Background: an optimization exercise with open tools, aiming at small area. Do not read the settings as production practice. In this exercise RTL edits were held to simulation tests only and were not proved equivalent to the original. No activity file was given, so power comes from the tool's default toggle rates.

==> job 5224: inputs <==
Design VGAnscreen, start of the top module:
module VGAnscreen(
	input clk,
	output o_hsync,
	output o_vsync,
	output [7:0] o_red,
	output [7:0] o_blue,
	output [7:0] o_green,
	output clkk,
	input start,
	input reset,
	input button0,
	input button1,
	output reg [3:0] temp_number,
	output [3:0] number_to_store,
	output reg [3:0] next_read,
	output reg [3:0] readed_data,
	output time_to_read,
	output reg [2:0] ct1,
	output reg [2:0] ct2,
	output reg [2:0] ct3,
	output reg [2:0] ct4
);
	reg [2:0] ct_start_low_noise;
	reg [2:0] ct_start_high_noise;
	reg [2:0] ct_button0_low_noise;
	reg [2:0] ct_button0_high_noise;
	reg [2:0] ct_button1_low_noise;
	reg [2:0] ct_button1_high_noise;
	reg button0_is_pressed;
	reg button1_is_pressed;
	reg number_is_definite;
	reg start_equal_0_ct_allower;
	reg allow_for_input;
	reg [1:0] buffer1 [0:5];
	reg [1:0] buffer2 [0:5];
	reg [1:0] buffer3 [0:5];
	reg [1:0] buffer4 [0:5];
	reg [2:0] ct_inp;
	reg [10:0] counter_read;
	reg [1:0] nts;
	reg [9:0] ct_dropped, ct_dropped_buffer1, ct_dropped_buffer2, ct_dropped_buffer3, ct_dropped_buffer4;
	reg [9:0] ct_received, ct_received_buffer1, ct_received_buffer2, ct_received_buffer3, ct_received_buffer4;
	reg [9:0] ct_transmitted, ct_transmitted_buffer1, ct_transmitted_buffer2, ct_transmitted_buffer3, ct_transmitted_buffer4;
	reg w1_is20, w3_is20;
	reg [4:0] weight1, weight2, weight3, weight4;
	always @* begin
		case (ct1)
			3'd0: weight1 = 5'd0;  3'd1: weight1 = 5'd9;  3'd2: weight1 = 5'd13; 3'd3: weight1 = 5'd15;
			3'd4: weight1 = 5'd16; 3'd5: weight1 = 5'd17; default: weight1 = 5'd19;
		endcase
		if (w1_is20) weight1 = 5'd20;
		case (ct2)
			3'd0: weight2 = 5'd0;  3'd1: weight2 = 5'd6;  3'd2: weight2 = 5'd8;  3'd3: weight2 = 5'd12;
			3'd4: weight2 = 5'd14; 3'd5: weight2 = 5'd18; default: weight2 = 5'd21;
		endcase
		case (ct3)
  ...
clock: 20.0 ns
lec_check: 0
cap_margin: 20
core_margin: 2
core_utilization: 60
cts_buf_list: sky130_fd_sc_hd__clkbuf_4
slew_margin: 20
standard.sh (not shown) runs the stock make flow with config.mk's settings and CLKGATE_MAP_FILE= SYNTH_SCRIPT=/design/flow/synth_recipe.tcl, a recipe that flattens the netlist after the stock synthesis.
==> flow/flow/run.sh <==
#!/bin/bash
# Layout flow: the standard synthesis, then an area re-mapping of the combinational logic
# (registers untouched), then the standard layout from floorplan to finish.
set -euo pipefail
W=$(pwd)
R=$W/orfs/results/${FLOW_PLATFORM}/VGAnscreen/base
YOSYS=${YOSYS_EXE:-/OpenROAD-flow-scripts/tools/install/yosys/bin/yosys}
LIB=${FLOW_HOME}/platforms/${FLOW_PLATFORM}/lib/sky130_fd_sc_hd__tt_025C_1v80.lib

# 1. standard synthesis, unchanged
bash standard.sh synth > $W/flow_synth.log 2>&1

# 2. re-map the combinational logic for area; flip-flops keep their instances, names and cells
cp $R/1_2_yosys.v $W/std_1_2_yosys.v
sed -e "s#@LIB@#$LIB#g" -e "s#@IN@#$W/std_1_2_yosys.v#g" -e "s#@OUT@#$W/remap.v#g" \
    -e "s#@ABC@#$W/flow/area.abc#g" -e "s#@TOP@#$FLOW_TOP#g" $W/flow/remap.ys > $W/remap_run.ys
$YOSYS -s $W/remap_run.ys > $W/flow_remap.log 2>&1
cp $W/remap.v $R/1_2_yosys.v
rm -f $R/1_synth.odb $R/1_synth.sdc

# 3. standard layout from the re-mapped netlist
bash standard.sh finish > $W/flow_finish.log 2>&1
test -f $W/out/final.def
==> flow/flow/area.abc <==
strash; &get -n; &deepsyn -T 300; &put; dch -f; &get -n; &nf -R 1000; &put; topo
==> flow/flow/remap.ys <==
read_liberty -ignore_miss_func @LIB@
read_verilog @IN@
hierarchy -top @TOP@
blackbox sky130_fd_sc_hd__df* sky130_fd_sc_hd__edf* sky130_fd_sc_hd__sdf* sky130_fd_sc_hd__dl* sky130_fd_sc_hd__conb_1
flatten
opt -fast
stat
abc -liberty @LIB@ -dont_use *lpflow* -dont_use *probe* -dont_use *clkbuf* -dont_use *clkinv* -dont_use *clkdly* -dont_use *dlygate* -dont_use *dlymetal* -script @ABC@
opt_clean -purge
splitnets
opt_clean -purge
hilomap -singleton -hicell sky130_fd_sc_hd__conb_1 HI -locell sky130_fd_sc_hd__conb_1 LO
insbuf -buf sky130_fd_sc_hd__buf_4 A X
opt_clean -purge
stat -liberty @LIB@
write_verilog -noattr -nohex -nodec @OUT@
==> job 5391: changes against job 5224 <==
--- a/flow/config.mk
+++ b/flow/config.mk
@@ -8,5 +8,7 @@
 export CAP_MARGIN = 20
 export CORE_MARGIN = 2
 export CORE_UTILIZATION = 60
-export CTS_BUF_LIST = sky130_fd_sc_hd__clkbuf_4
+export CTS_BUF_LIST = sky130_fd_sc_hd__clkbuf_8
+export CTS_CLUSTER_DIAMETER = 60
+export CTS_CLUSTER_SIZE = 12
 export SLEW_MARGIN = 20
==> flow_metrics.tcl <==
set metrics [dict create \
    critPathCapture "o_blue[4]" \
    use_met2_pct 61.2 \
    run_status "finished clean" \
    ratio_of_routed_vias_to_standard_cells 6.72 \
    pwr-share-seq_pct 52.4 \
    hold_path_end "ct_start_low_noise[2]" \
    num-clock-buffers 113 \
    post_synth_instance_area_um2 15400 \
    overall_via_count_from_detail_route 16400 \
    timing.slew.headroom_pct 34.9 \
    cellInternalPower_mw 0.864 \
    layout.cells.non_filler 2435 \
]
# the run above: job 5224

==> flow_metrics.tcl <==
set metrics [dict create \
    ratio_of_routed_vias_to_standard_cells 6.65 \
    timing.slew.headroom_pct 31.3 \
    use_met2_pct 58.9 \
    hold_path_end "counter_read[10]" \
    num-clock-buffers 31 \
    post_synth_instance_area_um2 15600 \
    cellInternalPower_mw 0.775 \
    run_status "finished clean" \
    overall_via_count_from_detail_route 15800 \
    pwr-share-seq_pct 59.2 \
    layout.cells.non_filler 2378 \
    critPathCapture "rgb[0]" \
]
# the run above: job 5391

-- static timing again, ports no longer ideal --
The flow's constraints put no driver on any port. The routed layouts listed below were extracted and timed again, unchanged, in two steps. Step 1, drivers: a clkbuf_16 drives clk and a buf_2 each remaining input, both assumed. Step 2, shift: input delay + t, output delay - t, t = (earliest + latest rising clock arrival at the registers) / 2. This alone moves slack from input paths to output paths. Three values: ideal, step 1, step 2; two values: the first two.
run | shift t [ns] | setup WS [ns] | worst slew at a driven data input, ns
job 5224 | 0.748 | 12.321 / 12.273 / 12.807 | 0.06
job 5391 | 0.661 | 12.329 / 12.329 / 12.329 | 0.03
After both steps every run listed still meets setup and hold.
